What follows belongs to an exercise in optimizing a design on an open flow for small area and a short achievable clock period; a production flow would make more cautious choices.
At most, simulation tests tie the RTL to the original design; equivalence was not proved.
Function not checked in run 1: the RTL went through the layout flow alone.
Power is estimated from default activity; no workload was simulated.

--- design.v ---
`default_nettype none
module conv_1_control #(
    parameter
        AXI_HP_BIT   = 64,
        ADDR_WIDTH   = 14,
        DATA_WIDTH   = 16,
        ROW_WIDTH    = 10,
        COLUMN_WIDTH = 9,
        MAC_WIDTH    = DATA_WIDTH + DATA_WIDTH,
        OUT_WIDTH    = MAC_WIDTH + 4
)(
    input  wire                    clk,
    input  wire                    reset,
    input  wire                    sudo_reset,
    input  wire                    conv1_en,
    output wire                    conv1_done,
    input  wire [9:0]              in_row,
    input  wire [9:0]              in_column,
    input  wire [11:0]             input_channel,
    input  wire [11:0]             output_channel,
    output wire                    in_rd_en,
    output wire [ADDR_WIDTH:0]     in_rd_addr,
    input  wire [AXI_HP_BIT-1:0]   in_rd_data,
    output reg                     we_rd_en,
    output wire [ADDR_WIDTH-1:0]   we_rd_addr,
    input  wire [AXI_HP_BIT-1:0]   we_rd_data,
    output reg                     out_wr_en,
    output wire [ADDR_WIDTH-1:0]   out_wr_addr,
    output wire [AXI_HP_BIT-1:0]   out_wr_data
);
    reg s_idle, s_lw, s_ld, s_conv, s_la, s_store, s_del, s_next, s_done;
    assign conv1_done = s_done;
    assign in_rd_en   = s_conv;
    reg [11:0] ic_q, oc_q;
    reg [11:0] cc;           
    reg [5:0]  nc;           
    reg [10:0] x;            
    reg [10:0] rn;           
    reg [13:0] wa;           
    reg [12:0] oa;           
    reg [17:0] u;            
    reg        u_ovf;
    reg [10:0] nn;           
    reg        n_big;        
    reg        f1;           
    reg        fin;          
    reg        g0;           
    reg [15:0] in_q0, in_q1, in_q2, in_q3;
    reg [15:0] wl_q;
    reg [15:0] acc0, acc1, acc2, acc3;
    assign in_rd_addr  = {4'b0000, x};
    assign we_rd_addr  = wa;
    assign out_wr_addr = {1'b0, oa};
    assign out_wr_data = {acc3, acc2, acc1, acc0};
    wire [12:0] cc_inc;      
    conv1_inc #(.W(12)) u_cc_inc (.a(cc), .ci(s_conv), .y(cc_inc));
    wire last  = (cc_inc == {1'b0, ic_q});
    wire a3    = (cc[1:0] == 2'd3);
    wire cc0   = (cc == 12'd0);
    wire [6:0] nc_inc;
    conv1_inc #(.W(6)) u_nc_inc (.a(nc), .ci(s_store), .y(nc_inc));
    wire ncmatch = (nc_inc == nn[6:0]) && (nn[10:7] == 4'd0) && !n_big;
    wire g0conv = s_conv & g0;
    wire store1 = s_store & g0;
    wire usub   = store1 | s_next;
    wire [17:0] ub;
    assign ub[1:0]   = ({2{g0conv}} & oc_q[1:0]) | ({2{store1}} & ~ic_q[1:0]) | {2{s_next}};
    assign ub[11:2]  = ({10{g0conv}} & oc_q[11:2]) | ({10{usub}} & ~ic_q[11:2]);
    assign ub[17:12] = {6{usub}};
    wire [18:0] usum;
    conv1_add #(.W(18)) u_uadd (.a(u), .b(ub), .ci(usub), .y(usum));
    wire umatch = !u_ovf && (u[16:2] == 15'd0);
    wire ic_zero = (ic_q == 12'd0);
    wire wa_inc  = s_conv & a3;
    wire [13:0] wb = {{4{s_del}}, {10{s_del}} & ~ic_q[11:2]};
    wire [13:0] wsum;
    wire        wc13;
    conv1_add #(.W(13)) u_wadd (.a(wa[12:0]), .b(wb[12:0]), .ci(s_del | wa_inc), .y({wc13, wsum[12:0]}));
    assign wsum[13] = wa[13] ^ wb[13] ^ (wc13 & ~ic_zero);
    wire [13:0] oa_inc;
    conv1_inc #(.W(13)) u_oa_inc (.a(oa), .ci(s_lw & out_wr_en), .y(oa_inc));
    wire [11:0] xsum;
    wire        xc1;
    conv1_ha u_xh0 (.a(x[0]), .b(nn[0]), .s(xsum[0]), .co(xc1));
    conv1_add #(.W(10)) u_xadd (.a(x[10:1]), .b(nn[10:1]), .ci(xc1), .y(xsum[11:1]));
    wire n_is1  = !n_big && (nn == 11'd1);
    wire bit10  = xsum[10] & ~n_is1;
    wire [10:0] ra_n = s_conv ? {10'h3ff, ~bit10} : rn;
    wire ba = s_conv ? xsum[9] : s_store ? x[7] : (s_del | s_next) ? x[5] : s_lw ? x[3] : x[1];
    wire bb = s_conv ? xsum[8] : s_store ? x[6] : (s_del | s_next) ? x[4] : s_lw ? x[2] : x[0];
    wire [10:0] rb_n, rc_n;
    conv1_divstep u_dsa (.rn(ra_n), .b(ba), .n(nn), .big(n_big), .rn_o(rb_n));
    conv1_divstep u_dsb (.rn(rb_n), .b(bb), .n(nn), .big(n_big), .rn_o(rc_n));
    wire [10:0] xnew = 11'd0 - rc_n;
    wire [7:0] b_one, b_two, b_neg;
    genvar gi;
    generate
        for (gi = 0; gi < 8; gi = gi + 1) begin : g_booth
            wire bm1 = (gi == 0) ? 1'b0 : wl_q[2*gi-1];
            wire b0  = wl_q[2*gi];
            wire b1  = wl_q[2*gi+1];
            assign b_one[gi] = b0 ^ bm1;
            assign b_two[gi] = (b1 & ~b0 & ~bm1) | (~b1 & b0 & bm1);
            assign b_neg[gi] = b1;
        end
    endgenerate
    wire clr = f1 | (s_conv & cc0);
    wire [15:0] y0, y1, y2, y3;
    conv1_lane u_l0 (.a(in_q0), .one(b_one), .two(b_two), .neg(b_neg), .c(acc0 & {16{~clr}}), .y(y0));
    conv1_lane u_l1 (.a(in_q1), .one(b_one), .two(b_two), .neg(b_neg), .c(acc1 & {16{~clr}}), .y(y1));
    conv1_lane u_l2 (.a(in_q2), .one(b_one), .two(b_two), .neg(b_neg), .c(acc2 & {16{~clr}}), .y(y2));
    conv1_lane u_l3 (.a(in_q3), .one(b_one), .two(b_two), .neg(b_neg), .c(acc3 & {16{~clr}}), .y(y3));
    wire rc_big = (in_q0[6] & wl_q[9]) | (in_q0[7] & (wl_q[8] | wl_q[9])) |
                  (in_q0[8] & (wl_q[7] | wl_q[8] | wl_q[9])) |
                  (in_q0[9] & (wl_q[6] | wl_q[7] | wl_q[8] | wl_q[9])) |
                  (y0[15:13] != 3'd0);
    wire sl0 = s_conv & (cc[1:0] == 2'd0);
    wire sl1 = s_conv & (cc[1:0] == 2'd1);
    wire sl2 = s_conv & (cc[1:0] == 2'd2);
    wire sl3 = s_conv & a3;
    wire [15:0] wsel = ({16{sl0}} & we_rd_data[15:0])  | ({16{sl1}} & we_rd_data[31:16]) |
                       ({16{sl2}} & we_rd_data[47:32]) | ({16{sl3}} & we_rd_data[63:48]) |
                       ({16{s_la}} & {16{we_rd_data[63]}}) |
                       ({16{s_idle}} & {6'd0, in_column});
    always @(posedge clk or negedge reset) begin
        if (!reset) begin
            s_idle <= 1'b1; s_lw <= 1'b0; s_ld <= 1'b0; s_conv <= 1'b0; s_la <= 1'b0;
            s_store <= 1'b0; s_del <= 1'b0; s_next <= 1'b0; s_done <= 1'b0;
            we_rd_en <= 1'b0; out_wr_en <= 1'b0;
        end else if (sudo_reset) begin
            s_idle <= 1'b1; s_lw <= 1'b0; s_ld <= 1'b0; s_conv <= 1'b0; s_la <= 1'b0;
            s_store <= 1'b0; s_del <= 1'b0; s_next <= 1'b0; s_done <= 1'b0;
            we_rd_en <= 1'b0; out_wr_en <= 1'b0;
        end else begin
            s_idle  <= (s_idle & ~conv1_en) | s_done;
            s_lw    <= (s_idle & conv1_en) | s_la | s_del | (s_next & ~umatch);
            s_ld    <= s_lw | (s_conv & ~last & ~a3);
            s_conv  <= s_ld;
            s_la    <= s_conv & ~last & a3;
            s_store <= s_conv & last;
            s_del   <= s_store & ~ncmatch;
            s_next  <= s_store & ncmatch;
            s_done  <= s_next & umatch;
            we_rd_en  <= s_lw | s_ld;
            out_wr_en <= s_store | s_del | s_next;
        end
    end
    always @(posedge clk) begin
        ic_q  <= input_channel;
        oc_q  <= output_channel;
        f1    <= s_idle;
        fin   <= s_lw & out_wr_en;
        g0    <= s_idle | (g0 & ~s_store);
        cc    <= (s_idle | s_store) ? 12'd0 : cc_inc[11:0];
        nc    <= (s_idle | s_next)  ? 6'd0  : nc_inc[5:0];
        oa    <= s_idle ? 13'd0 : oa_inc[12:0];
        wa    <= s_idle ? 14'd0 : wsum;
        u     <= s_idle ? 18'd0 : usum[17:0];
        u_ovf <= s_idle ? 1'b0  : (u_ovf | (g0conv & usum[18]) | (store1 & usum[17]));
        if (s_idle)             x <= 11'd0;
        else if (s_conv)        x <= xsum[10:0];
        else if (s_ld & fin)    x <= xnew[10:0];
        rn <= rc_n;
        if (f1) begin
            nn    <= y0[12:2];
            n_big <= rc_big;
        end
        in_q0 <= s_idle ? {6'd0, in_row} : in_rd_data[15:0];
        in_q1 <= in_rd_data[31:16];
        in_q2 <= in_rd_data[47:32];
        in_q3 <= in_rd_data[63:48];
        wl_q  <= wsel;
        acc0  <= y0;
        acc1  <= y1;
        acc2  <= y2;
        acc3  <= y3;
    end
endmodule
module conv1_divstep (
    input  wire [10:0] rn,
    input  wire        b,
    input  wire [10:0] n,
    input  wire        big,
    output wire [10:0] rn_o
);
    wire [11:0] tn = {rn, ~b};
    wire [11:0] s;
    wire        c1;
    conv1_ha u_h0 (.a(tn[0]), .b(n[0]), .s(s[0]), .co(c1));
    conv1_add #(.W(10)) u_add (.a(tn[10:1]), .b(n[10:1]), .ci(c1), .y(s[11:1]));
    wire keep = (tn[11] & s[11]) | big;
    assign rn_o = keep ? tn[10:0] : s[10:0];
endmodule
module conv1_add #(parameter W = 8) (
    input  wire [W-1:0] a,
    input  wire [W-1:0] b,
    input  wire         ci,
    output wire [W:0]   y
);
    wire [W:0] c;
    assign c[0] = ci;
    genvar i;
    generate
        for (i = 0; i < W; i = i + 1) begin : g
            conv1_fa u (.a(a[i]), .b(b[i]), .c(c[i]), .s(y[i]), .co(c[i+1]));
        end
    endgenerate
    assign y[W] = c[W];
endmodule
module conv1_inc #(parameter W = 8) (
    input  wire [W-1:0] a,
    input  wire         ci,
    output wire [W:0]   y
);
    wire [W:0] c;
    assign c[0] = ci;
    genvar i;
    generate
        for (i = 0; i < W; i = i + 1) begin : g
            conv1_ha u (.a(a[i]), .b(c[i]), .s(y[i]), .co(c[i+1]));
        end
    endgenerate
    assign y[W] = c[W];
endmodule
module conv1_fa (
    input  wire a,
    input  wire b,
    input  wire c,
    output wire s,
    output wire co
);
    assign s  = a ^ b ^ c;
    assign co = (a & b) | (a & c) | (b & c);
endmodule
module conv1_ha (
    input  wire a,
    input  wire b,
    output wire s,
    output wire co
);
    assign s  = a ^ b;
    assign co = a & b;
endmodule
module conv1_lane (
    input  wire [15:0] a,
    input  wire [7:0]  one,
    input  wire [7:0]  two,
    input  wire [7:0]  neg,
    input  wire [15:0] c,
    output wire [15:0] y
);
    wire w1, w2, w3, w4, w5, w6, w7, w8, w9, w10, w11, w12, w13, w14, w15, w16;
    wire w17, w18, w19, w20, w21, w22, w23, w24, w25, w26, w27, w28, w29, w30, w31, w32;
    wire w33, w34, w35, w36, w37, w38, w39, w40, w41, w42, w43, w44, w45, w46, w47, w48;
    wire w49, w50, w51, w52, w53, w54, w55, w56, w57, w58, w59, w60, w61, w62, w63, w64;
    wire w65, w66, w67, w68, w69, w70, w71, w72, w73, w74, w75, w76, w77, w78, w79, w80;
    wire w81, w82, w83, w84, w85, w86, w87, w88, w89, w90, w91, w92, w93, w94, w95, w96;
    wire w97, w98, w99, w100, w101, w102, w103, w104, w105, w106, w107, w108, w109, w110, w111, w112;
    wire w113, w114, w115, w116, w117, w118, w119, w120, w121, w122, w123, w124, w125, w126, w127, w128;
    wire w129, w130, w131, w132, w133, w134, w135, w136, w137, w138, w139, w140, w141, w142, w143, w144;
    wire w145, w146, w147, w148, w149, w150, w151, w152, w153, w154, w155, w156, w157, w158, w159, w160;
    wire w161, w162, w163, w164, w165, w166, w167, w168, w169, w170, w171, w172, w173, w174, w175, w176;
    wire w177, w178, w179, w180, w181, w182, w183, w184, w185, w186, w187, w188, w189, w190, w191, w192;
    wire w193, w194, w195, w196, w197, w198, w199, w200, w201, w202, w203, w204, w205, w206, w207, w208;
    wire w209;
    assign w1 = (one[0] & a[0]) ^ neg[0];
    assign w2 = ((one[0] & a[1]) | (two[0] & a[0])) ^ neg[0];
    assign w3 = ((one[0] & a[2]) | (two[0] & a[1])) ^ neg[0];
    assign w4 = ((one[0] & a[3]) | (two[0] & a[2])) ^ neg[0];
    assign w5 = ((one[0] & a[4]) | (two[0] & a[3])) ^ neg[0];
    assign w6 = ((one[0] & a[5]) | (two[0] & a[4])) ^ neg[0];
    assign w7 = ((one[0] & a[6]) | (two[0] & a[5])) ^ neg[0];
    assign w8 = ((one[0] & a[7]) | (two[0] & a[6])) ^ neg[0];
    assign w9 = ((one[0] & a[8]) | (two[0] & a[7])) ^ neg[0];
    assign w10 = ((one[0] & a[9]) | (two[0] & a[8])) ^ neg[0];
    assign w11 = ((one[0] & a[10]) | (two[0] & a[9])) ^ neg[0];
    assign w12 = ((one[0] & a[11]) | (two[0] & a[10])) ^ neg[0];
    assign w13 = ((one[0] & a[12]) | (two[0] & a[11])) ^ neg[0];
    assign w14 = ((one[0] & a[13]) | (two[0] & a[12])) ^ neg[0];
    assign w15 = ((one[0] & a[14]) | (two[0] & a[13])) ^ neg[0];
    assign w16 = ((one[0] & a[15]) | (two[0] & a[14])) ^ neg[0];
    assign w17 = (one[1] & a[0]) ^ neg[1];
    assign w18 = ((one[1] & a[1]) | (two[1] & a[0])) ^ neg[1];
    assign w19 = ((one[1] & a[2]) | (two[1] & a[1])) ^ neg[1];
    assign w20 = ((one[1] & a[3]) | (two[1] & a[2])) ^ neg[1];
    assign w21 = ((one[1] & a[4]) | (two[1] & a[3])) ^ neg[1];
    assign w22 = ((one[1] & a[5]) | (two[1] & a[4])) ^ neg[1];
    assign w23 = ((one[1] & a[6]) | (two[1] & a[5])) ^ neg[1];
    assign w24 = ((one[1] & a[7]) | (two[1] & a[6])) ^ neg[1];
    assign w25 = ((one[1] & a[8]) | (two[1] & a[7])) ^ neg[1];
    assign w26 = ((one[1] & a[9]) | (two[1] & a[8])) ^ neg[1];
    assign w27 = ((one[1] & a[10]) | (two[1] & a[9])) ^ neg[1];
    assign w28 = ((one[1] & a[11]) | (two[1] & a[10])) ^ neg[1];
    assign w29 = ((one[1] & a[12]) | (two[1] & a[11])) ^ neg[1];
    assign w30 = ((one[1] & a[13]) | (two[1] & a[12])) ^ neg[1];
    assign w31 = (one[2] & a[0]) ^ neg[2];
    assign w32 = ((one[2] & a[1]) | (two[2] & a[0])) ^ neg[2];
    assign w33 = ((one[2] & a[2]) | (two[2] & a[1])) ^ neg[2];
    assign w34 = ((one[2] & a[3]) | (two[2] & a[2])) ^ neg[2];
    assign w35 = ((one[2] & a[4]) | (two[2] & a[3])) ^ neg[2];
    assign w36 = ((one[2] & a[5]) | (two[2] & a[4])) ^ neg[2];
    assign w37 = ((one[2] & a[6]) | (two[2] & a[5])) ^ neg[2];
    assign w38 = ((one[2] & a[7]) | (two[2] & a[6])) ^ neg[2];
    assign w39 = ((one[2] & a[8]) | (two[2] & a[7])) ^ neg[2];
    assign w40 = ((one[2] & a[9]) | (two[2] & a[8])) ^ neg[2];
    assign w41 = ((one[2] & a[10]) | (two[2] & a[9])) ^ neg[2];
    assign w42 = ((one[2] & a[11]) | (two[2] & a[10])) ^ neg[2];
    assign w43 = (one[3] & a[0]) ^ neg[3];
    assign w44 = ((one[3] & a[1]) | (two[3] & a[0])) ^ neg[3];
    assign w45 = ((one[3] & a[2]) | (two[3] & a[1])) ^ neg[3];
    assign w46 = ((one[3] & a[3]) | (two[3] & a[2])) ^ neg[3];
    assign w47 = ((one[3] & a[4]) | (two[3] & a[3])) ^ neg[3];
    assign w48 = ((one[3] & a[5]) | (two[3] & a[4])) ^ neg[3];
    assign w49 = ((one[3] & a[6]) | (two[3] & a[5])) ^ neg[3];
    assign w50 = ((one[3] & a[7]) | (two[3] & a[6])) ^ neg[3];
    assign w51 = ((one[3] & a[8]) | (two[3] & a[7])) ^ neg[3];
    assign w52 = ((one[3] & a[9]) | (two[3] & a[8])) ^ neg[3];
    assign w53 = (one[4] & a[0]) ^ neg[4];
    assign w54 = ((one[4] & a[1]) | (two[4] & a[0])) ^ neg[4];
    assign w55 = ((one[4] & a[2]) | (two[4] & a[1])) ^ neg[4];
    assign w56 = ((one[4] & a[3]) | (two[4] & a[2])) ^ neg[4];
    assign w57 = ((one[4] & a[4]) | (two[4] & a[3])) ^ neg[4];
    assign w58 = ((one[4] & a[5]) | (two[4] & a[4])) ^ neg[4];
    assign w59 = ((one[4] & a[6]) | (two[4] & a[5])) ^ neg[4];
    assign w60 = ((one[4] & a[7]) | (two[4] & a[6])) ^ neg[4];
    assign w61 = (one[5] & a[0]) ^ neg[5];
    assign w62 = ((one[5] & a[1]) | (two[5] & a[0])) ^ neg[5];
    assign w63 = ((one[5] & a[2]) | (two[5] & a[1])) ^ neg[5];
    assign w64 = ((one[5] & a[3]) | (two[5] & a[2])) ^ neg[5];
    assign w65 = ((one[5] & a[4]) | (two[5] & a[3])) ^ neg[5];
    assign w66 = ((one[5] & a[5]) | (two[5] & a[4])) ^ neg[5];
    assign w67 = (one[6] & a[0]) ^ neg[6];
    assign w68 = ((one[6] & a[1]) | (two[6] & a[0])) ^ neg[6];
    assign w69 = ((one[6] & a[2]) | (two[6] & a[1])) ^ neg[6];
    assign w70 = ((one[6] & a[3]) | (two[6] & a[2])) ^ neg[6];
    assign w71 = (one[7] & a[0]) ^ neg[7];
    assign w72 = ((one[7] & a[1]) | (two[7] & a[0])) ^ neg[7];
    conv1_fa u74 (.a(w1), .b(neg[0]), .c(c[0]), .s(w73), .co(w74));
    conv1_fa u76 (.a(w3), .b(w17), .c(neg[1]), .s(w75), .co(w76));
    conv1_fa u78 (.a(w4), .b(w18), .c(c[3]), .s(w77), .co(w78));
    conv1_fa u80 (.a(w5), .b(w19), .c(w31), .s(w79), .co(w80));
    conv1_fa u82 (.a(w6), .b(w20), .c(w32), .s(w81), .co(w82));
    conv1_fa u84 (.a(w7), .b(w21), .c(w33), .s(w83), .co(w84));
    conv1_fa u86 (.a(w43), .b(neg[3]), .c(c[6]), .s(w85), .co(w86));
    conv1_fa u88 (.a(w8), .b(w22), .c(w34), .s(w87), .co(w88));
    conv1_fa u90 (.a(w9), .b(w23), .c(w35), .s(w89), .co(w90));
    conv1_fa u92 (.a(w45), .b(w53), .c(neg[4]), .s(w91), .co(w92));
    conv1_fa u94 (.a(w10), .b(w24), .c(w36), .s(w93), .co(w94));
    conv1_fa u96 (.a(w46), .b(w54), .c(c[9]), .s(w95), .co(w96));
    conv1_fa u98 (.a(w11), .b(w25), .c(w37), .s(w97), .co(w98));
    conv1_fa u100 (.a(w47), .b(w55), .c(w61), .s(w99), .co(w100));
    conv1_fa u102 (.a(w12), .b(w26), .c(w38), .s(w101), .co(w102));
    conv1_fa u104 (.a(w48), .b(w56), .c(w62), .s(w103), .co(w104));
    conv1_fa u106 (.a(w13), .b(w27), .c(w39), .s(w105), .co(w106));
    conv1_fa u108 (.a(w49), .b(w57), .c(w63), .s(w107), .co(w108));
    conv1_fa u110 (.a(w67), .b(neg[6]), .c(c[12]), .s(w109), .co(w110));
    conv1_fa u112 (.a(w14), .b(w28), .c(w40), .s(w111), .co(w112));
    conv1_fa u114 (.a(w50), .b(w58), .c(w64), .s(w113), .co(w114));
    conv1_fa u116 (.a(w15), .b(w29), .c(w41), .s(w115), .co(w116));
    conv1_fa u118 (.a(w51), .b(w59), .c(w65), .s(w117), .co(w118));
    conv1_fa u120 (.a(w69), .b(w71), .c(neg[7]), .s(w119), .co(w120));
    assign w121 = w16 ^ w30 ^ w42;
    assign w122 = w52 ^ w60 ^ w66;
    assign w123 = w70 ^ w72 ^ c[15];
    conv1_fa u125 (.a(w74), .b(w2), .c(c[1]), .s(w124), .co(w125));
    conv1_fa u127 (.a(w78), .b(w79), .c(neg[2]), .s(w126), .co(w127));
    conv1_fa u129 (.a(w80), .b(w81), .c(c[5]), .s(w128), .co(w129));
    conv1_fa u131 (.a(w82), .b(w83), .c(w85), .s(w130), .co(w131));
    conv1_fa u133 (.a(w84), .b(w86), .c(w87), .s(w132), .co(w133));
    conv1_fa u135 (.a(w88), .b(w89), .c(w91), .s(w134), .co(w135));
    conv1_fa u137 (.a(w90), .b(w92), .c(w93), .s(w136), .co(w137));
    conv1_fa u139 (.a(w94), .b(w96), .c(w97), .s(w138), .co(w139));
    conv1_fa u141 (.a(w99), .b(neg[5]), .c(c[10]), .s(w140), .co(w141));
    conv1_fa u143 (.a(w98), .b(w100), .c(w101), .s(w142), .co(w143));
    conv1_fa u145 (.a(w102), .b(w104), .c(w105), .s(w144), .co(w145));
    conv1_fa u147 (.a(w106), .b(w108), .c(w110), .s(w146), .co(w147));
    conv1_fa u149 (.a(w111), .b(w113), .c(w68), .s(w148), .co(w149));
    conv1_fa u151 (.a(w112), .b(w114), .c(w115), .s(w150), .co(w151));
    conv1_fa u153 (.a(w117), .b(w119), .c(c[14]), .s(w152), .co(w153));
    assign w154 = w116 ^ w118 ^ w120;
    assign w155 = w121 ^ w122 ^ w123;
    conv1_fa u157 (.a(w125), .b(w75), .c(c[2]), .s(w156), .co(w157));
    conv1_fa u159 (.a(w131), .b(w132), .c(w44), .s(w158), .co(w159));
    conv1_fa u161 (.a(w133), .b(w134), .c(c[8]), .s(w160), .co(w161));
    conv1_fa u163 (.a(w135), .b(w136), .c(w95), .s(w162), .co(w163));
    conv1_fa u165 (.a(w137), .b(w138), .c(w140), .s(w164), .co(w165));
    conv1_fa u167 (.a(w139), .b(w141), .c(w142), .s(w166), .co(w167));
    conv1_fa u169 (.a(w143), .b(w144), .c(w107), .s(w168), .co(w169));
    conv1_fa u171 (.a(w145), .b(w146), .c(w148), .s(w170), .co(w171));
    conv1_fa u173 (.a(w147), .b(w149), .c(w150), .s(w172), .co(w173));
    assign w174 = w151 ^ w153 ^ w154;
    conv1_fa u176 (.a(w157), .b(w76), .c(w77), .s(w175), .co(w176));
    conv1_fa u178 (.a(w165), .b(w166), .c(w103), .s(w177), .co(w178));
    conv1_fa u180 (.a(w167), .b(w168), .c(w109), .s(w179), .co(w180));
    conv1_fa u182 (.a(w169), .b(w170), .c(c[13]), .s(w181), .co(w182));
    conv1_fa u184 (.a(w171), .b(w172), .c(w152), .s(w183), .co(w184));
    assign w185 = w173 ^ w174 ^ w155;
    conv1_fa u187 (.a(w176), .b(w126), .c(c[4]), .s(w186), .co(w187));
    conv1_fa u189 (.a(w187), .b(w127), .c(w128), .s(w188), .co(w189));
    conv1_fa u191 (.a(w189), .b(w129), .c(w130), .s(w190), .co(w191));
    conv1_fa u193 (.a(w191), .b(w158), .c(c[7]), .s(w192), .co(w193));
    conv1_fa u195 (.a(w193), .b(w159), .c(w160), .s(w194), .co(w195));
    conv1_fa u197 (.a(w195), .b(w161), .c(w162), .s(w196), .co(w197));
    conv1_fa u199 (.a(w197), .b(w163), .c(w164), .s(w198), .co(w199));
    conv1_fa u201 (.a(w199), .b(w177), .c(c[11]), .s(w200), .co(w201));
    conv1_fa u203 (.a(w201), .b(w178), .c(w179), .s(w202), .co(w203));
    conv1_fa u205 (.a(w203), .b(w180), .c(w181), .s(w204), .co(w205));
    conv1_fa u207 (.a(w205), .b(w182), .c(w183), .s(w206), .co(w207));
    assign w208 = w207 ^ w184 ^ w185;
    assign w209 = w208;
    assign y = {w209, w206, w204, w202, w200, w198, w196, w194, w192, w190, w188, w186, w175, w156, w124, w73};
endmodule
--- flow/run.sh ---
#!/bin/bash
set -euo pipefail
cat >> config.mk <<'EOC'
export BUFFER_PORTS_ARGS = -buffer_cell sky130_fd_sc_hd__buf_1
export CTS_ARGS = -sink_clustering_enable -repair_clock_nets -dont_use_dummy_load -buf_list {sky130_fd_sc_hd__clkbuf_8 sky130_fd_sc_hd__clkbuf_16} -sink_clustering_size 24 -sink_clustering_max_diameter 80
export RECOVER_POWER = 100
EOC
bash standard.sh > standard.log 2>&1
--- standard.sh ---
#!/bin/bash
# synth_recipe.tcl (not shown) runs the flow's synth.tcl, then flattens the netlist and writes it again
# the make line also repeats each setting of config.mk as NAME=value (left out here)
make -C /OpenROAD-flow-scripts/flow DESIGN_CONFIG=/design/flow/config.mk WORK_HOME=/design/flow/orfs CLKGATE_MAP_FILE= SYNTH_SCRIPT=/design/flow/synth_recipe.tcl "${@:-finish}"
--- config.mk ---
export PLATFORM = sky130hd
export DESIGN_NAME = conv_1_control
export DESIGN_NICKNAME = conv_1_control
export VERILOG_FILES = /design/flow/design.v
export SDC_FILE = /design/flow/constraint.sdc
export NUM_CORES = 8
export LEC_CHECK = 0
export CAP_MARGIN = 30
export CORE_MARGIN = 2
export CORE_UTILIZATION = 40
export SLEW_MARGIN = 30
export SYNTH_HIERARCHICAL = 1
export BUFFER_PORTS_ARGS = -buffer_cell sky130_fd_sc_hd__buf_1
export CTS_ARGS = -sink_clustering_enable -repair_clock_nets -dont_use_dummy_load -buf_list {sky130_fd_sc_hd__clkbuf_8 sky130_fd_sc_hd__clkbuf_16} -sink_clustering_size 24 -sink_clustering_max_diameter 80
export RECOVER_POWER = 100
--- constraint.sdc ---
create_clock -name core_clock -period 140.0 [get_ports {clk}]
set_input_delay 28.0000 -clock core_clock [delete_from_list [all_inputs] [get_ports {clk}]]
set_output_delay 28.0000 -clock core_clock [all_outputs]
set_load 0.01 [all_outputs]
==> run notes, run 1 <==
----------------------------------------------------
[Timing]
  Minimum clock period after layout ... 29.99 ns
  Setup WS post-layout ... around 110 ns
  Slew Viols, Final ... 144
  Final count of hold timing violations ... 0
  Max Clock Skew ... approximately 0.12 ns
  Setup violations, final ... 0
  Setup repair after global routing missed its margin ... no
  Achievable Freq ... roughly 33 MHz
  Worst slew margin relative to its limit ... -70.45%
  Post-route clock period utilization ... 21.42%
  Pin slew with the least headroom to its limit ... between 2 and 3 ns
  Setup TNS ... 0 ns

[Synth]
  Synthesized instance count ... between 1,500 and 2,000
  Synthesis warning total ... 7
  Cell area after synthesis ... 22,260 sq um
  Post-Syn Area per Cell ... about 11 sq um

[Global route]
  Tot GR Track Use ... 21.59%
  Via count of the first global-routing pass ... roughly 16,000
  Global-route wire length before repair ... ~95,000 um
  Sum of overflow across all layers after global routing ... 0
  Number of antenna violations at the first check in global routing ... 3
  Maximum number of pins on one net before global-route repair ... 57

[Hold path]
  Worst min-delay path startpoint ... u_ovf
  Count of cells along the worst hold path ... 2
  Worst hold path type ... reg2reg

[Worst setup path]
  Worst setup path startpoint ... s_conv
  Family with the most delay on the worst path ... flip-flops
  Kind of end point of the critical path ... output port
  Data arrival, critical path ... 1.99 ns
  Crit path required time ... roughly 110 ns
  Critical Setup Path Class ... reg2out
  Slowest CP cell ... dfrtp_1
  Cell depth of the worst flop-to-flop path ... 42
  Stages on worst setup path ... 1
  Top fanout value on the critical path ... 37
  Critical path startpoint category ... flip-flop
  Startpoint of the worst-slack reg-to-reg timing path ... nn[0]
  Slowest stage delay, CP ... roughly 1.2 ns
  Cell breakdown of the critical path ... buf_1
  Critical path buffers and inverters ... 1

[Detailed routing]
  DR WL/cell ... approximately 22 um
  Antenna violation net count after detailed routing ... 0
  Vias per std cell ... between 5 and 6
  Iteration-0 DRC Markers ... around 1,200
  TritonRoute pass-1 iters ... 5
  Number of vias after detailed routing ... 15,360
  Post-Route WL ... around 60,000 um
  Number of DRC violations after detailed routing ... 0

[Placed design]
  Final GP Congestion ... about 0.88
  Half-perimeter wire length of the detailed placement result ... between 40,000 and 50,000 um
  IO buf count ... 281
  Placed cell areas ... between 20,000 and 25,000 sq um
  Place WS ... about 110 ns

[Finish]
  Antenna Diode Count ... 0
  Synthesis-to-finish area growth ... 7.804%
  Area used by multi-input combinational logic ... roughly 15,000 sq um
  Total Nets Final ... around 2,600
  Post-route core utilization ... about 44%
  Layout cell share with drive strength beyond 1 ... about 5.7%
  Register area ... 5801 sq um
  Filler instances ... between 5,000 and 6,000
  Cell area after layout ... 23,990 sq um

[Floorplan]
  Die Outline Area ... 57,540 sq um
  Placeable core area ... ~55,000 sq um
  Row count ... 86
  Top-level port count ... about 290
  Die extent in x ... roughly 240 um
  Starting Density ... 40.40%
  Height of the die ... around 240 um

[Clocking]
  Buffer type at the clock tree root ... clkbuf_16
  TritonCTS clock tree ... built
  Quantity of gates resized following cts ... 0
  Number of hold-repair buffers added at the cts stage ... 0
  Depth of the CTS H-tree ... 1
  Latest clock arrival within the worst-skew pair ... 0.61 ns
  Post-CTS Repair Setup Buffers ... 0
  Max clock buf depth ... 3
  Register clock-pin slew on the reported worst setup and hold paths ... ~0.090 ns
  TritonCTS Buffers ... 25
  Number of clock sinks ... 280

[Outcome]
  Checks that blocked a clean result ... capacitance limit, slew limit
  Status ... failed layout checks

[Power]
  Worst supply voltage drop on vdd ... about 0.014 mV
  Internal Pwr Total ... slightly above 300 uW
  Power dissipated by switching net loads ... roughly 220 uW
  Sum of internal, switching and leakage power ... between 500 and 600 uW
  Sequential Power Share ... between 20% and 30%
  Pwr/cell area ... approximately 22 nW/um^2
  Clk network pwr share ... between 10% and 20%
  Switching fraction of total power ... a little over two fifths
  Leakage power ... approximately 0.009 uW
  Logic gate share of total power ... 64.8%

[Flow run]
  Count of max-cap constraint violations ... 3

----------------------------------------------------
## cells in the final DEF (no fill, tap or decap), types with 10 or more instances in the layout
cell       count
and2_0        17
edfxtp_1      12
inv_1         14
fa_1         317
a22o_1        15
nor2_1        16
ha_1          36
nand2_1       71
nor3_1        10
a221oi_1      13
a22oi_1      258
buf_4         29
o21ai_0       19
mux2_1        20
xnor2_1      344
nor4_1        13
xor2_1        26
or2_2         10
clkbuf_16     25
dfrtp_1       10
mux2_2        28
and2_1        69
a21oi_1       16
dfxtp_1      248
buf_1        277
nor2b_1       67
## cell type report
type	instances	share of cell area, %
tap	748	3.901
inverter	14	0.2190
multi-input combinational	1458	63.73
clock buffer	25	2.608
sequential	280	24.18
timing repair buffer	314	5.366
## final timing paths
| check | slack (ns) | to |
|---|---|---|
| worst max-delay path | 110.01 | in_rd_en |
| worst min-delay path | 0.48 | u_ovf |
| worst max register to register | 122.69 | x[6] |
| worst min register to register | 0.48 | u_ovf |
| max in group asynchronous | 112.26 | out_wr_en |
| min in group asynchronous | 27.36 | s_ld |
## power by group through the flow
stage	combinational [uW]	clock, uW	sequential (uW)
after CTS	352	63.4	126
final	343	61.3	125
after detailed placement	346	0	127
after floorplan	380	0	124
after global routing	396	65.8	128
after global placement	334	0	127
## state kept, by name, indices dropped and copies added, names as in the netlist, 6 cells and up
| register | flops |
|---|---|
| wl_q | 16 |
| in_q2 | 16 |
| oa | 13 |
| nn | 11 |
| oc_q | 12 |
| acc0 | 16 |
| acc3 | 16 |
| cc | 12 |
| ic_q | 12 |
| in_q0 | 16 |
| in_q3 | 16 |
| acc2 | 16 |
| u | 18 |
| rn | 11 |
| acc1 | 16 |
| in_q1 | 16 |
| wa | 14 |
| nc | 6 |
| x | 11 |
## metrics by stage
stage	std cells	hold WS, ns
finish	2839	0.4831
global route	2839	0.5329
CTS	2839	0.4831
detailed placement	2814	0.4625
global placement	2814	0.4589
floorplan	1982	0.3942
## routing by layer
layer	share of wire (%)	vias up	global-route usage [%]	wire length [um]
li1	-	6815	-	-
met1	41	7783	28.11	25290
met2	48	647	36.34	29680
met3	7.4	112	4.007	4562
met4	3.3	4	6.964	2043
met5	0.037	-	0	23
==> run 2: changes to the inputs <==
--- a/design.v
+++ b/design.v
@@ -19,5 +19,5 @@
     input  wire [11:0]             input_channel,
     input  wire [11:0]             output_channel,
-    output wire                    in_rd_en,
+    output reg                     in_rd_en,
     output wire [ADDR_WIDTH:0]     in_rd_addr,
     input  wire [AXI_HP_BIT-1:0]   in_rd_data,
@@ -29,7 +29,8 @@
     output wire [AXI_HP_BIT-1:0]   out_wr_data
 );
-    reg s_idle, s_lw, s_ld, s_conv, s_la, s_store, s_del, s_next, s_done;
+    reg s_idle, s_lw, s_ld, s_la, s_store, s_del, s_next, s_done;
     assign conv1_done = s_done;
-    assign in_rd_en   = s_conv;
+    wire s_conv;
+    assign s_conv = we_rd_en & ~s_ld;
     reg [11:0] ic_q, oc_q;
     reg [11:0] cc;           
@@ -125,9 +126,9 @@
     always @(posedge clk or negedge reset) begin
         if (!reset) begin
-            s_idle <= 1'b1; s_lw <= 1'b0; s_ld <= 1'b0; s_conv <= 1'b0; s_la <= 1'b0;
+            s_idle <= 1'b1; s_lw <= 1'b0; s_ld <= 1'b0; in_rd_en <= 1'b0; s_la <= 1'b0;
             s_store <= 1'b0; s_del <= 1'b0; s_next <= 1'b0; s_done <= 1'b0;
             we_rd_en <= 1'b0; out_wr_en <= 1'b0;
         end else if (sudo_reset) begin
-            s_idle <= 1'b1; s_lw <= 1'b0; s_ld <= 1'b0; s_conv <= 1'b0; s_la <= 1'b0;
+            s_idle <= 1'b1; s_lw <= 1'b0; s_ld <= 1'b0; in_rd_en <= 1'b0; s_la <= 1'b0;
             s_store <= 1'b0; s_del <= 1'b0; s_next <= 1'b0; s_done <= 1'b0;
             we_rd_en <= 1'b0; out_wr_en <= 1'b0;
@@ -136,5 +137,5 @@
             s_lw    <= (s_idle & conv1_en) | s_la | s_del | (s_next & ~umatch);
             s_ld    <= s_lw | (s_conv & ~last & ~a3);
-            s_conv  <= s_ld;
+            in_rd_en <= s_ld;
             s_la    <= s_conv & ~last & a3;
             s_store <= s_conv & last;
==> flow/run.sh (replaced) <==
#!/bin/bash
set -euo pipefail
cat >> config.mk <<'EOC'
export BUFFER_PORTS_ARGS = -buffer_cell sky130_fd_sc_hd__buf_1
export CTS_ARGS = -sink_clustering_enable -repair_clock_nets -dont_use_dummy_load -buf_list {sky130_fd_sc_hd__clkbuf_8 sky130_fd_sc_hd__clkbuf_16} -sink_clustering_size 24 -sink_clustering_max_diameter 80
EOC
bash standard.sh > standard.log 2>&1
--- a/config.mk
+++ b/config.mk
@@ -8,8 +8,7 @@
 export CAP_MARGIN = 30
 export CORE_MARGIN = 2
-export CORE_UTILIZATION = 40
+export CORE_UTILIZATION = 65
 export SLEW_MARGIN = 30
 export SYNTH_HIERARCHICAL = 1
 export BUFFER_PORTS_ARGS = -buffer_cell sky130_fd_sc_hd__buf_1
 export CTS_ARGS = -sink_clustering_enable -repair_clock_nets -dont_use_dummy_load -buf_list {sky130_fd_sc_hd__clkbuf_8 sky130_fd_sc_hd__clkbuf_16} -sink_clustering_size 24 -sink_clustering_max_diameter 80
-export RECOVER_POWER = 100
==> run 2 against run 1 <==
Against the previous run: the run now finishes clean; critical path depth is the same; sequential cell count stayed put; fmax up 2.9%; sequential power about the same; clock power is 18% lower; area after synthesis rose by 0.21%; register-to-register slack better by 1.0 ns; utilization grew 26 points; via count is 1.3% higher; power increased by 11%; die area shrank 38%; critical endpoint is now in_rd_addr[1].
==> run notes, run 2 <==
----------------------------------------------------
[Timing]
  Final hold slack ... 0.4899 ns (+0.006766 ns)
  Setup violations, final ... 0 (unchanged)
  Setup repair after global routing missed its margin ... no
  Pin slew with the least headroom to its limit ... 0.9256 ns (-1.631 ns)
  Setup TNS ... 0 ns (unchanged)
  Final count of hold timing violations ... 0 (unchanged)
  Worst slew margin relative to its limit ... 38.21% (+110 points)
  Achievable Freq ... 34.31 MHz (+2.9%)
  Minimum clock period after layout ... 29.15 ns (-0.8420 ns)
  Post-route clock period utilization ... 20.82% (-0.60 points)
  Slew Viols, Final ... 0 (-100%)
  Max Clock Skew ... 0.05059 ns (-0.06863 ns)

[Detailed routing]
  Antenna violation net count after detailed routing ... 0 (unchanged)
  DR WL/cell ... 22.35 um (+3.0%)
  Number of DRC violations after detailed routing ... 0 (unchanged)
  Vias per std cell ... 6.147 (+14%)
  Number of vias after detailed routing ... 15,560 (+1.3%)
  TritonRoute pass-1 iters ... 6 (+1)
  Post-Route WL ... 56,590 um (-8.1%)
  Iteration-0 DRC Markers ... 1,330 (+7.0%)

[Clocking]
  TritonCTS Buffers ... 18 (-28%)
  Depth of the CTS H-tree ... 1 (unchanged)
  Number of clock sinks ... 280 (unchanged)
  Post-CTS Repair Setup Buffers ... 0 (unchanged)
  Quantity of gates resized following cts ... 0 (unchanged)
  TritonCTS clock tree ... built
  Number of hold-repair buffers added at the cts stage ... 0 (unchanged)
  Register clock-pin slew on the reported worst setup and hold paths ... 0.09 ns (about the same)
  Latest clock arrival within the worst-skew pair ... 0.54 ns (-0.07 ns)
  Buffer type at the clock tree root ... clkbuf_16
  Max clock buf depth ... 3 (unchanged)

[Global route]
  Global-route wire length before repair ... 90,980 um (-4.6%)
  Sum of overflow across all layers after global routing ... 0 (unchanged)
  Number of antenna violations at the first check in global routing ... 0 (-3)
  Maximum number of pins on one net before global-route repair ... 69 (+21%)
  Via count of the first global-routing pass ... 16,570 (+0.68%)
  Tot GR Track Use ... 32.54% (+11 points)

[Worst setup path]
  Worst setup path startpoint ... x[1]
  Family with the most delay on the worst path ... flip-flops
  Top fanout value on the critical path ... 4 (-89%)
  Critical path startpoint category ... flip-flop
  Kind of end point of the critical path ... output port
  Slowest stage delay, CP ... 0.45 ns (-0.71 ns)
  Endpoint of the worst setup timing path ... in_rd_addr[1]
  Data arrival, critical path ... 1.15 ns (-0.84 ns)
  Cell breakdown of the critical path ... buf_1
  Crit path required time ... 112.00 ns (about the same)
  Slack of the worst reg-to-reg path ... 123.71 ns (+1.02 ns)
  Cell depth of the worst flop-to-flop path ... 41 (-2.4%)
  Reg-to-reg critical path endpoint ... x[9]
  Stages on worst setup path ... 1 (unchanged)
  Slowest CP cell ... dfxtp_1
  Startpoint of the worst-slack reg-to-reg timing path ... nn[0]
  Critical Setup Path Class ... reg2out
  Critical path buffers and inverters ... 1 (unchanged)

[Finish]
  Area used by multi-input combinational logic ... 15,300 sq um (about the same)
  Register area ... 5796 sq um (about the same)
  Flip-flop count of the largest register after layout ... 18 (unchanged)
  Most used cells in the layout excluding fill and tap cells ... xnor2_1, fa_1, buf_1
  Layout cell share with drive strength beyond 1 ... 8.493% (+2.8 points)
  Register with the most flip-flops ... u
  Antenna Diode Count ... 0 (unchanged)
  Total Nets Final ... 2,615 (-0.27%)
  Leading cell type in the layout, fill and taps excluded ... xnor2_1
  Synthesis-to-finish area growth ... 5.127%
  Filler instances ... 2,675 (-49%)

[Synth]
  Cell area after synthesis ... 22,300 sq um (+0.21%)
  Post-Syn Area per Cell ... 11.30 sq um (+0.47%)
  Synthesis warning total ... 7 (unchanged)
  Synthesized instance count ... 1,973 (-0.25%)

[Hold path]
  Worst hold path type ... reg2reg
  Count of cells along the worst hold path ... 2 (unchanged)

[Floorplan]
  Top-level port count ... 287 (unchanged)
  Row count ... 67 (-22%)
  Height of the die ... 189.2 um (-21%)
  Placeable core area ... 33,700 sq um (-39%)
  Die extent in x ... 189.2 um (-21%)
  Starting Density ... 66.18% (+26 points)
  Die Outline Area ... 35,810 sq um (-38%)

[Power]
  Leakage power ... 0.008759 uW (-0.52%)
  Worst supply voltage drop on vdd ... 0.02495 mV (+76%)
  Pwr/cell area ... 25.13 nW/um^2 (+14%)

[Flow run]
  Count of max-cap constraint violations ... 0 (-3)

[Placed design]
  Half-perimeter wire length of the detailed placement result ... 40,710 um (-10%)
  Final GP Congestion ... 0.8913 (+1.7%)
  IO buf count ... 281 (unchanged)

[Outcome]
  Status ... no timing/DRC/antenna violations

----------------------------------------------------
[run 2: where the power goes]
part,internal [uW],switching [uW]
combinational,202,209
clock,22.9,27.1
sequential,111,16.3
total,337,253
[run 2: metal layers]
metal / vias up / part of all wire [%] / global-route usage [%]
met5: - / 0 / 0
met4: 0 / 3.4 / 10.97
met3: 137 / 7.6 / 4.652
met2: 769 / 48 / 53.62
met1: 7860 / 41 / 44.61
li1: 6797 / - / -
[run 2: cell type report]
type	count	area share, %
inverters	10	0.1601
repair buffers	314	5.555
well taps	448	2.391
multi-input cells	1462	65.25
flip-flops and latches	280	24.72
clock buffers	18	1.921
[run 2: stage by stage]
stage	cell area (sq um)	total power (uW)	worst slack (ns)	std cells	utilization (%)
after floorplan	22320	582.1	111.13	1977	-
after global placement	23000	532.0	111.01	2514	68.24
after detailed placement	23000	542.0	110.92	2514	68.24
after CTS	23450	597.7	110.84	2532	69.57
after global routing	23450	655.4	110.81	2532	69.57
final	23450	589.2	110.85	2532	69.57
[run 2: worst min-delay path by stage]
stage | slack (ns) | endpoint | start
2_1_floorplan | 0.42 | f1 | s_idle
3_3_place_gp | 0.46 | u_ovf | u_ovf
3_5_place_dp | 0.47 | u_ovf | u_ovf
4_1_cts | 0.49 | u_ovf | u_ovf
5_1_grt | 0.51 | u_ovf | u_ovf
6_report | 0.49 | u_ovf | u_ovf
==> run 3: changes to the inputs <==
--- a/config.mk
+++ b/config.mk
@@ -6,8 +6,8 @@
 export NUM_CORES = 8
 export LEC_CHECK = 0
-export CAP_MARGIN = 30
+export CAP_MARGIN = 10
 export CORE_MARGIN = 2
-export CORE_UTILIZATION = 65
-export SLEW_MARGIN = 30
+export CORE_UTILIZATION = 40
+export SLEW_MARGIN = 10
 export SYNTH_HIERARCHICAL = 1
 export BUFFER_PORTS_ARGS = -buffer_cell sky130_fd_sc_hd__buf_1
==> run 3 against run 2 <==
Against the previous run: worst setup slack got worse by 0.046 ns; area after synthesis unchanged; routed wire length increased by 7.1%; synthesized cell count unchanged; count of clock-buffer cells in the layout increased by 6; critical path type unchanged; sequential cell count unchanged.
==> run notes, run 3 <==
----------------------------------------------------
[Finish]
  Synthesis-to-finish area growth ... 7.663%
  Leading cell type in the layout, fill and taps excluded ... xnor2_1
  Register with the most flip-flops ... u
  Total Nets Final ... 2,623 (+0.31%)
  Most used cells in the layout excluding fill and tap cells ... xnor2_1, fa_1, buf_1
  Layout cell share with drive strength beyond 1 ... 8.891% (+0.40 points)
  Flip-flop count of the largest register after layout ... 18 (unchanged)
  Antenna Diode Count ... 0 (unchanged)
  Cell area after layout ... 24,010 sq um (+2.4%)
  Filler instances ... 5,303 (+98%)

[Timing]
  Setup repair after global routing missed its margin ... no
  Final count of hold timing violations ... 0 (unchanged)
  Slew Viols, Final ... 0 (unchanged)
  Post-route clock period utilization ... 20.85% (+0.033 points)
  Worst slew margin relative to its limit ... 19.45% (-19 points)
  Max Clock Skew ... 0.08434 ns (+0.03375 ns)
  Pin slew with the least headroom to its limit ... 1.204 ns (+0.2782 ns)
  Minimum clock period after layout ... 29.19 ns (+0.04600 ns)
  Setup TNS ... 0 ns (unchanged)
  Setup violations, final ... 0 (unchanged)
  Achievable Freq ... 34.26 MHz (-0.15%)

[Floorplan]
  Top-level port count ... 287 (unchanged)
  Height of the die ... 240.1 um (+27%)
  Row count ... 86 (+28%)
  Die Outline Area ... 57,660 sq um (+61%)
  Starting Density ... 40.48% (-26 points)
  Die extent in x ... 240.1 um (+27%)
  Placeable core area ... 55,090 sq um (+63%)

[Worst setup path]
  Kind of end point of the critical path ... output port
  Cell breakdown of the critical path ... buf_1
  Critical path buffers and inverters ... 1 (unchanged)
  Slowest CP cell ... dfxtp_1
  Family with the most delay on the worst path ... flip-flops
  Crit path required time ... 112.00 ns (about the same)
  Critical path startpoint category ... flip-flop
  Startpoint of the worst-slack reg-to-reg timing path ... nn[0]
  Worst setup path startpoint ... x[9]
  Top fanout value on the critical path ... 3 (-1)
  Slack of the worst reg-to-reg path ... 123.59 ns (-0.12 ns)
  Slowest stage delay, CP ... 0.41 ns (-0.04 ns)
  Data arrival, critical path ... 1.19 ns (+0.04 ns)
  Critical Setup Path Class ... reg2out

[Clocking]
  Depth of the CTS H-tree ... 1 (unchanged)
  Latest clock arrival within the worst-skew pair ... 0.59 ns (+0.05 ns)
  TritonCTS clock tree ... built
  Number of hold-repair buffers added at the cts stage ... 0 (unchanged)
  TritonCTS Buffers ... 24 (+6)
  Number of clock sinks ... 280 (unchanged)
  Quantity of gates resized following cts ... 0 (unchanged)
  Max clock buf depth ... 3 (unchanged)
  Post-CTS Repair Setup Buffers ... 0 (unchanged)
  Buffer type at the clock tree root ... clkbuf_16
  Register clock-pin slew on the reported worst setup and hold paths ... 0.10 ns (about the same)

[Power]
  Worst supply voltage drop on vdd ... 0.02366 mV (-5.2%)
  Leakage power ... 0.008847 uW (+1.0%)
  Pwr/cell area ... 24.75 nW/um^2 (-1.5%)

[Global route]
  Number of antenna violations at the first check in global routing ... 1 (+1)
  Tot GR Track Use ... 21.36% (-11 points)
  Via count of the first global-routing pass ... 16,620 (+0.29%)
  Sum of overflow across all layers after global routing ... 0 (unchanged)
  Maximum number of pins on one net before global-route repair ... 64 (-7.2%)
  Global-route wire length before repair ... 95,450 um (+4.9%)

[Hold path]
  Worst min-delay path startpoint ... u_ovf
  Worst hold path type ... reg2reg

[Placed design]
  Half-perimeter wire length of the detailed placement result ... 43,890 um (+7.8%)
  Placed cell areas ... 23,410 sq um (+1.8%)
  IO buf count ... 281 (unchanged)
  Final GP Congestion ... 0.8527 (-4.3%)

[Detailed routing]
  Post-Route WL ... 60,600 um (+7.1%)
  Antenna violation net count after detailed routing ... 0 (unchanged)
  Number of DRC violations after detailed routing ... 0 (unchanged)
  TritonRoute pass-1 iters ... 7 (+1)
  Number of vias after detailed routing ... 15,280 (-1.8%)
  Vias per std cell ... 5.381 (-12%)
  Iteration-0 DRC Markers ... 922 (-31%)
  DR WL/cell ... 21.34 um (-4.5%)

[Synth]
  Post-Syn Area per Cell ... 11.30 sq um (unchanged)
  Synthesis warning total ... 7 (unchanged)
  Cell area after synthesis ... 22,300 sq um (unchanged)
  Synthesized instance count ... 1,973 (unchanged)

[Flow run]
  Count of max-cap constraint violations ... 0 (unchanged)

[Outcome]
  Status ... no timing/DRC/antenna violations

----------------------------------------------------
[run 3: per-stage QoR]
stage / hold WS, ns / setup WS (ns) / power, uW / util, % / std cells
floorplan: 0.4151 / 111.13 / 582.1 / - / 1977
global placement: 0.4572 / 111.08 / 529.0 / 42.49 / 2816
detailed placement: 0.4722 / 110.98 / 539.0 / 42.49 / 2816
CTS: 0.4941 / 110.77 / 604.6 / 43.58 / 2840
global route: 0.5239 / 110.75 / 663.2 / 43.58 / 2840
finish: 0.4863 / 110.81 / 594.3 / 43.58 / 2840
[run 3: final cells by class]
type / count / area (sq um) / share of cell area (%)
Clock buffer: 24 / 600.6 / 2.501
Inverter: 10 / 37.54 / 0.1563
Multi-Input combinational cell: 1462 / 15320 / 63.81
Sequential cell: 280 / 5798 / 24.15
Tap cell: 748 / 935.9 / 3.898
Timing Repair Buffer: 316 / 1318 / 5.487
[run 3: where the power goes]
part	switching (uW)	internal, uW	total [uW]
clock network	29.0	30.0	59.0
registers	17.6	111	129
logic	207	199	406
[run 3: path summary, 6_finish.rpt]
kind,endpoint,cells past startpoint
worst max-delay path,in_rd_addr[9],1
worst min-delay path,u_ovf,2
worst max register to register,x[9],41
worst min register to register,u_ovf,2
max in group asynchronous,s_idle,1
min in group asynchronous,s_la,1
[run 3: metal layers]
metal	GRT usage [%]	vias up	wire [um]
li1	-	6816	-
met1	28.62	7817	26470
met2	35.50	563	28820
met3	3.674	83	3611
met4	6.098	2	1677
met5	0	-	13
==> run 4: changes to the inputs <==
--- a/config.mk
+++ b/config.mk
@@ -8,5 +8,5 @@
 export CAP_MARGIN = 10
 export CORE_MARGIN = 2
-export CORE_UTILIZATION = 40
+export CORE_UTILIZATION = 75
 export SLEW_MARGIN = 10
 export SYNTH_HIERARCHICAL = 1
==> run 4 against run 3 <==
Against the previous run: via count grew 4.8%; synthesized cell count is the same; cell count shrank 13%; utilization grew 36 points; sequential share of layout area grew 0.68 points; sequential cell count is the same; count of clock-buffer cells in the layout shrank 7; worst setup slack gained 0.013 ns; critical path depth is the same; clock skew shrank 0.045 ns; worst hold slack gained 0.011 ns.
==> run notes, run 4 <==
----------------------------------------------------
[Clocking]
  Post-CTS Repair Setup Buffers ... 0 (unchanged)
  Latest clock arrival within the worst-skew pair ... 0.53 ns (-0.06 ns)
  Number of clock sinks ... 280 (unchanged)
  Depth of the CTS H-tree ... 1 (unchanged)
  Number of hold-repair buffers added at the cts stage ... 0 (unchanged)
  Max clock buf depth ... 3 (unchanged)
  TritonCTS clock tree ... built
  Register clock-pin slew on the reported worst setup and hold paths ... 0.10 ns (about the same)
  TritonCTS Buffers ... 17 (-29%)
  Quantity of gates resized following cts ... 0 (unchanged)
  Buffer type at the clock tree root ... clkbuf_16

[Flow run]
  Count of max-cap constraint violations ... 0 (unchanged)

[Worst setup path]
  Critical path startpoint category ... flip-flop
  Kind of end point of the critical path ... output port
  Cell depth of the worst flop-to-flop path ... 40 (-2.4%)
  Family with the most delay on the worst path ... flip-flops
  Top fanout value on the critical path ... 4 (+1)
  Slowest CP cell ... dfxtp_1
  Data arrival, critical path ... 1.18 ns (about the same)
  Slowest stage delay, CP ... 0.46 ns (+0.05 ns)
  Critical Setup Path Class ... reg2out
  Critical path buffers and inverters ... 1 (unchanged)
  Cell breakdown of the critical path ... buf_1
  Stages on worst setup path ... 1 (unchanged)
  Crit path required time ... 112.00 ns (about the same)

[Global route]
  Met2 Resource Use GR ... 60.15% (+25 points)
  Number of antenna violations at the first check in global routing ... 5 (+4)
  Layer carrying the most global-route usage ... met2
  Met3 Usage GRT ... 6.072% (+2.4 points)
  Sum of overflow across all layers after global routing ... 0 (unchanged)
  Met1 track demand over resource in global routing ... 50.63% (+22 points)
  Via count of the first global-routing pass ... 16,730 (+0.67%)
  Maximum number of pins on one net before global-route repair ... 59 (-7.8%)
  Global-route wire length before repair ... 90,180 um (-5.5%)
  Tot GR Track Use ... 37.27% (+16 points)

[Synth]
  Post-Syn Area per Cell ... 11.30 sq um (unchanged)
  Synthesized instance count ... 1,973 (unchanged)
  Synthesis warning total ... 7 (unchanged)
  Cell area after synthesis ... 22,300 sq um (unchanged)

[Power]
  Switching fraction of total power ... 43.55% (+0.81 points)
  Pwr/cell area ... 25.57 nW/um^2 (+3.3%)
  Sequential Power Share ... 21.5% (-0.2 points)
  Leakage power ... 0.008729 uW (-1.3%)
  Worst supply voltage drop on vdd ... 0.01988 mV (-16%)
  Clk network pwr share ... 8.2% (-1.7 points)
  Logic gate share of total power ... 70.4% (+2.0 points)
  Power dissipated by switching net loads ... 260.0 uW (+2.4%)
  Internal Pwr Total ... 337.0 uW (-0.97%)

[Timing]
  Final count of hold timing violations ... 0 (unchanged)
  Final hold slack ... 0.4969 ns (+0.01064 ns)
  Setup TNS ... 0 ns (unchanged)
  Achievable Freq ... 34.27 MHz (about the same)
  Max Clock Skew ... 0.03961 ns (-0.04472 ns)
  Post-route clock period utilization ... 20.84% (about the same)
  Worst slew margin relative to its limit ... 25.92% (+6.5 points)
  Setup repair after global routing missed its margin ... no
  Minimum clock period after layout ... 29.18 ns (-0.01300 ns)
  Slew Viols, Final ... 0 (unchanged)
  Pin slew with the least headroom to its limit ... 1.106 ns (-0.09735 ns)
  Setup violations, final ... 0 (unchanged)

[Finish]
  Total Nets Final ... 2,610 (-0.50%)
  Post-route core utilization ... 79.20% (+36 points)
  Most used cells in the layout excluding fill and tap cells ... xnor2_1, fa_1, buf_1
  Flip-flop count of the largest register after layout ... 18 (unchanged)
  Leading cell type in the layout, fill and taps excluded ... xnor2_1
  Synthesis-to-finish area growth ... 4.696%
  Register with the most flip-flops ... u
  Layout cell share with drive strength beyond 1 ... 8.273% (-0.62 points)

[Detailed routing]
  Number of vias after detailed routing ... 16,020 (+4.8%)
  DR WL/cell ... 23.06 um (+8.1%)
  Vias per std cell ... 6.476 (+20%)
  Number of DRC violations after detailed routing ... 0 (unchanged)
  Post-Route WL ... 57,020 um (-5.9%)
  Iteration-0 DRC Markers ... 2,046 (+120%)
  TritonRoute pass-1 iters ... 8 (+1)
  Antenna violation net count after detailed routing ... 0 (unchanged)

[Outcome]
  Status ... no timing/DRC/antenna violations

[Hold path]
  Count of cells along the worst hold path ... 2 (unchanged)
  Worst hold path type ... reg2reg

[Placed design]
  Final GP Congestion ... 0.9064 (+6.3%)
  Half-perimeter wire length of the detailed placement result ... 40,790 um (-7.1%)
  IO buf count ... 281 (unchanged)

[Floorplan]
  Die Outline Area ... 31,130 sq um (-46%)
  Placeable core area ... 29,480 sq um (-46%)
  Row count ... 63 (-27%)
  Height of the die ... 176.4 um (-27%)
  Die extent in x ... 176.4 um (-27%)
  Starting Density ... 75.65% (+35 points)
  Top-level port count ... 287 (unchanged)

----------------------------------------------------
==> run 4: area by class of cell <==
type,instances,area (sq um)
multi-input cells,1462,15320
fillers,1933,6131
flip-flops and latches,280,5798
repair buffers,310,1272
well taps,390,488.0
clock buffers,17,425.4
inverters,10,37.54
diodes,4,10.01
==> run 4: per-stage QoR <==
stage | setup WS, ns | total power [uW] | cell area (sq um) | instances
final | 110.82 | 597.0 | 23350 | 2473
after global routing | 110.77 | 657.4 | 23350 | 2473
after CTS | 110.81 | 596.3 | 23340 | 2469
after detailed placement | 110.99 | 542.2 | 22910 | 2452
after global placement | 111.06 | 521.6 | 22910 | 2452
after floorplan | 111.13 | 582.1 | 22320 | 1977
==> run 4: final timing paths <==
kind                       startpoint             to  slack, ns
min in group asynchronous       reset           s_la      27.44
min reg2reg                    s_done         s_idle       0.50
max in group asynchronous       reset          s_del     112.13
max reg2reg                     nn[0]           x[9]     123.57
min                            s_done         s_idle       0.50
max                              x[5]  in_rd_addr[5]     110.82
==> run 4: power by group through the flow <==
stage | registers [uW] | clock network [uW] | logic [uW]
2_1_floorplan | 128 | 0 | 454
3_3_place_gp | 129 | 0 | 393
3_5_place_dp | 130 | 0 | 413
4_1_cts | 128 | 49.4 | 419
5_1_grt | 130 | 52.3 | 475
6_report | 128 | 48.8 | 420
==> run 4: per-layer routing <==
| metal | up-vias | routed length [um] |
|---|---|---|
| li1 | 6785 | - |
| met1 | 7977 | 21880 |
| met2 | 1072 | 27330 |
| met3 | 182 | 5487 |
| met4 | 0 | 2322 |
| met5 | - | 0 |
==> run 4: worst register-to-register path, delay by kind of cell (launching register included) <==
family / cells / cell delay (ns)
AOI/OAI and AO/OA: 4 / 1.64
xor gates and xnor gates: 1 / 0.11
adders and majority gates: 31 / 12.34
DFF: 1 / 0.50
muxes: 2 / 0.91
and+or+nand+nor: 2 / 0.87
==> run 5: changes to the inputs <==
--- a/config.mk
+++ b/config.mk
@@ -8,5 +8,5 @@
 export CAP_MARGIN = 10
 export CORE_MARGIN = 2
-export CORE_UTILIZATION = 75
+export CORE_UTILIZATION = 65
 export SLEW_MARGIN = 10
 export SYNTH_HIERARCHICAL = 1
==> run 5 against run 4 <==
Against the previous run: fmax increased by 0.11%; largest power group unchanged; final area increased by 0.41%; utilization decreased by 9.6 points; die area increased by 15%; global-route usage decreased by 4.7 points; synthesized cell count unchanged; routed wire length decreased by 0.75%; combinational power decreased by 2%; register-to-register slack improved by 0.14 ns.
==> run notes, run 5 <==
----------------------------------------------------
[Outcome]
  Status ... no timing/DRC/antenna violations

[Finish]
  Final cell count without fillers ... 2,532 (+2.4%)
  Flip-flop count of the largest register after layout ... 18 (unchanged)
  Post-route core utilization ... 69.57% (-9.6 points)
  Register with the most flip-flops ... u
  Leading cell type in the layout, fill and taps excluded ... xnor2_1
  Layout cell share with drive strength beyond 1 ... 8.493% (+0.22 points)
  Antenna Diode Count ... 0 (-4)
  Most used cells in the layout excluding fill and tap cells ... xnor2_1, fa_1, buf_1
  Synthesis-to-finish area growth ... 5.127%
  Total Nets Final ... 2,615 (+0.19%)
  Cell area after layout ... 23,450 sq um (+0.41%)

[Hold path]
  Count of cells along the worst hold path ... 2 (unchanged)
  Worst min-delay path startpoint ... u_ovf
  Endpoint of the worst hold path ... u_ovf
  Worst hold path type ... reg2reg

[Worst setup path]
  Data arrival, critical path ... 1.15 ns (-0.03 ns)
  Top fanout value on the critical path ... 4 (unchanged)
  Kind of end point of the critical path ... output port
  Family with the most delay on the worst path ... flip-flops
  Startpoint of the worst-slack reg-to-reg timing path ... nn[0]
  Cell depth of the worst flop-to-flop path ... 41 (+2.5%)
  Reg-to-reg critical path endpoint ... x[9]
  Critical path startpoint category ... flip-flop
  Slack of the worst reg-to-reg path ... 123.71 ns (+0.14 ns)
  Slowest stage delay, CP ... 0.45 ns (about the same)
  Cell breakdown of the critical path ... buf_1
  Critical path buffers and inverters ... 1 (unchanged)
  Slowest CP cell ... dfxtp_1
  Crit path required time ... 112.00 ns (about the same)
  Critical Setup Path Class ... reg2out

[Clocking]
  Number of hold-repair buffers added at the cts stage ... 0 (unchanged)
  Quantity of gates resized following cts ... 0 (unchanged)
  Latest clock arrival within the worst-skew pair ... 0.54 ns (about the same)
  Depth of the CTS H-tree ... 1 (unchanged)
  Register clock-pin slew on the reported worst setup and hold paths ... 0.09 ns (about the same)
  Number of clock sinks ... 280 (unchanged)
  TritonCTS Buffers ... 18 (+1)
  Max clock buf depth ... 3 (unchanged)
  Buffer type at the clock tree root ... clkbuf_16
  Post-CTS Repair Setup Buffers ... 0 (unchanged)
  TritonCTS clock tree ... built

[Global route]
  Global-route wire length before repair ... 90,980 um (+0.88%)
  Maximum number of pins on one net before global-route repair ... 69 (+17%)
  Tot GR Track Use ... 32.54% (-4.7 points)
  Number of antenna violations at the first check in global routing ... 0 (-5)
  Sum of overflow across all layers after global routing ... 0 (unchanged)
  Via count of the first global-routing pass ... 16,570 (-0.95%)

[Flow run]
  Count of max-cap constraint violations ... 0 (unchanged)

[Power]
  Leakage power ... 0.008759 uW (+0.35%)
  Sum of internal, switching and leakage power ... 589.2 uW (-1.3%)
  Pwr/cell area ... 25.13 nW/um^2 (-1.7%)
  Worst supply voltage drop on vdd ... 0.02495 mV (+26%)

[Timing]
  Slew Viols, Final ... 0 (unchanged)
  Minimum clock period after layout ... 29.15 ns (-0.03300 ns)
  Worst slew margin relative to its limit ... 38.21% (+12 points)
  Post-route clock period utilization ... 20.82% (-0.024 points)
  Max Clock Skew ... 0.05059 ns (+0.01098 ns)
  Pin slew with the least headroom to its limit ... 0.9256 ns (-0.1809 ns)
  Setup violations, final ... 0 (unchanged)
  Achievable Freq ... 34.31 MHz (+0.11%)
  Setup TNS ... 0 ns (unchanged)
  Final count of hold timing violations ... 0 (unchanged)
  Setup repair after global routing missed its margin ... no

[Floorplan]
  Height of the die ... 189.2 um (+7.2%)
  Placeable core area ... 33,700 sq um (+14%)
  Die Outline Area ... 35,810 sq um (+15%)
  Starting Density ... 66.18% (-9.5 points)
  Die extent in x ... 189.2 um (+7.2%)
  Top-level port count ... 287 (unchanged)
  Row count ... 67 (+6.3%)

[Detailed routing]
  Number of DRC violations after detailed routing ... 0 (unchanged)
  Number of vias after detailed routing ... 15,560 (-2.8%)
  Iteration-0 DRC Markers ... 1,330 (-35%)
  TritonRoute pass-1 iters ... 6 (-2)
  Post-Route WL ... 56,590 um (-0.75%)
  Antenna violation net count after detailed routing ... 0 (unchanged)
  Vias per std cell ... 6.147 (-5.1%)
  DR WL/cell ... 22.35 um (-3.1%)

[Synth]
  Cell area after synthesis ... 22,300 sq um (unchanged)
  Post-Syn Area per Cell ... 11.30 sq um (unchanged)
  Synthesized instance count ... 1,973 (unchanged)
  Synthesis warning total ... 7 (unchanged)

[Placed design]
  Placed cell areas ... 23,000 sq um (+0.35%)
  Final GP Congestion ... 0.8913 (-1.7%)
  IO buf count ... 281 (unchanged)
  Placed insts ... 2,514 (+2.5%)
  Half-perimeter wire length of the detailed placement result ... 40,710 um (-0.20%)

----------------------------------------------------
==> run 5: worst max path at each step <==
stage	depth (start not counted)	slack (ns)	end	from
global placement	4	111.01	wl_q[3]	we_rd_data[63]
detailed placement	4	110.92	wl_q[0]	we_rd_data[63]
floorplan	5	111.13	wl_q[4]	we_rd_data[63]
finish	1	110.85	in_rd_addr[1]	x[1]
CTS	1	110.84	in_rd_addr[2]	x[2]
global route	1	110.81	in_rd_addr[1]	x[1]
==> run 5: metrics by stage <==
step | setup slack (ns) | hold WS (ns)
after global routing | 110.81 | 0.5114
final | 110.85 | 0.4899
after floorplan | 111.13 | 0.4151
after CTS | 110.84 | 0.4886
after global placement | 111.01 | 0.4582
after detailed placement | 110.92 | 0.4653
==> run 5: cell type report <==
class | count | area, sq um
inverter | 10 | 37.54
tap | 448 | 560.5
fill | 2675 | 10250
multi-input combinational | 1462 | 15300
timing repair buffer | 314 | 1303
clock buffer | 18 | 450.4
sequential | 280 | 5796
==> run 5: power breakdown <==
| group | switching, uW | internal [uW] | total [uW] |
|---|---|---|---|
| Combinational | 209 | 202 | 411 |
| Clock | 27.1 | 22.9 | 50.0 |
| Sequential | 16.3 | 111 | 128 |
| Total | 253 | 337 | 589 |
==> run 5: per-layer routing <==
| layer | track usage (%) | share of wire, % |
|---|---|---|
| met5 | 0 | 0 |
| met1 | 44.61 | 41 |
| met3 | 4.652 | 7.6 |
| met2 | 53.62 | 48 |
| met4 | 10.97 | 3.4 |

==> afterwards: timing with drivers on the ports <==
The results above use ideal ports. As a check the final layouts listed here were re-extracted and re-timed, cells and wires unchanged. Step 1 sets driving cells, clkbuf_16 on the clock port and buf_2 on the other inputs (assumed; they add their load-dependent delay and slew). Step 2 times the ports against the registers' clock, not the clock port: input delays grow and output delays shrink by t, the midpoint of the rising clock arrivals with the driver on. Three values: no drivers, after step 1, after step 2; two values: the first two.
| run | shift t [ns] | slack for setup (ns) | hold WS [ns] | worst setup path after step 2 | pins driven straight from the clock port |
|---|---|---|---|---|---|
| run 1 | 0.609 | 110.012 / 109.952 / 110.561 | 0.483 / 0.483 / 0.483 | register to output | 1 |
| run 2 | 0.569 | 110.854 / 110.795 / 110.904 | 0.490 / 0.490 / 0.490 | input to register | 1 |
| run 3 | 0.605 | 110.808 / 110.751 / 110.997 | 0.486 / 0.486 / 0.486 | input to register | 1 |
| run 4 | 0.567 | 110.821 / 110.767 / 110.973 | 0.497 / 0.497 / 0.497 | input to register | 1 |
| run 5 | 0.569 | 110.854 / 110.795 / 110.904 | 0.490 / 0.490 / 0.490 | input to register | 1 |
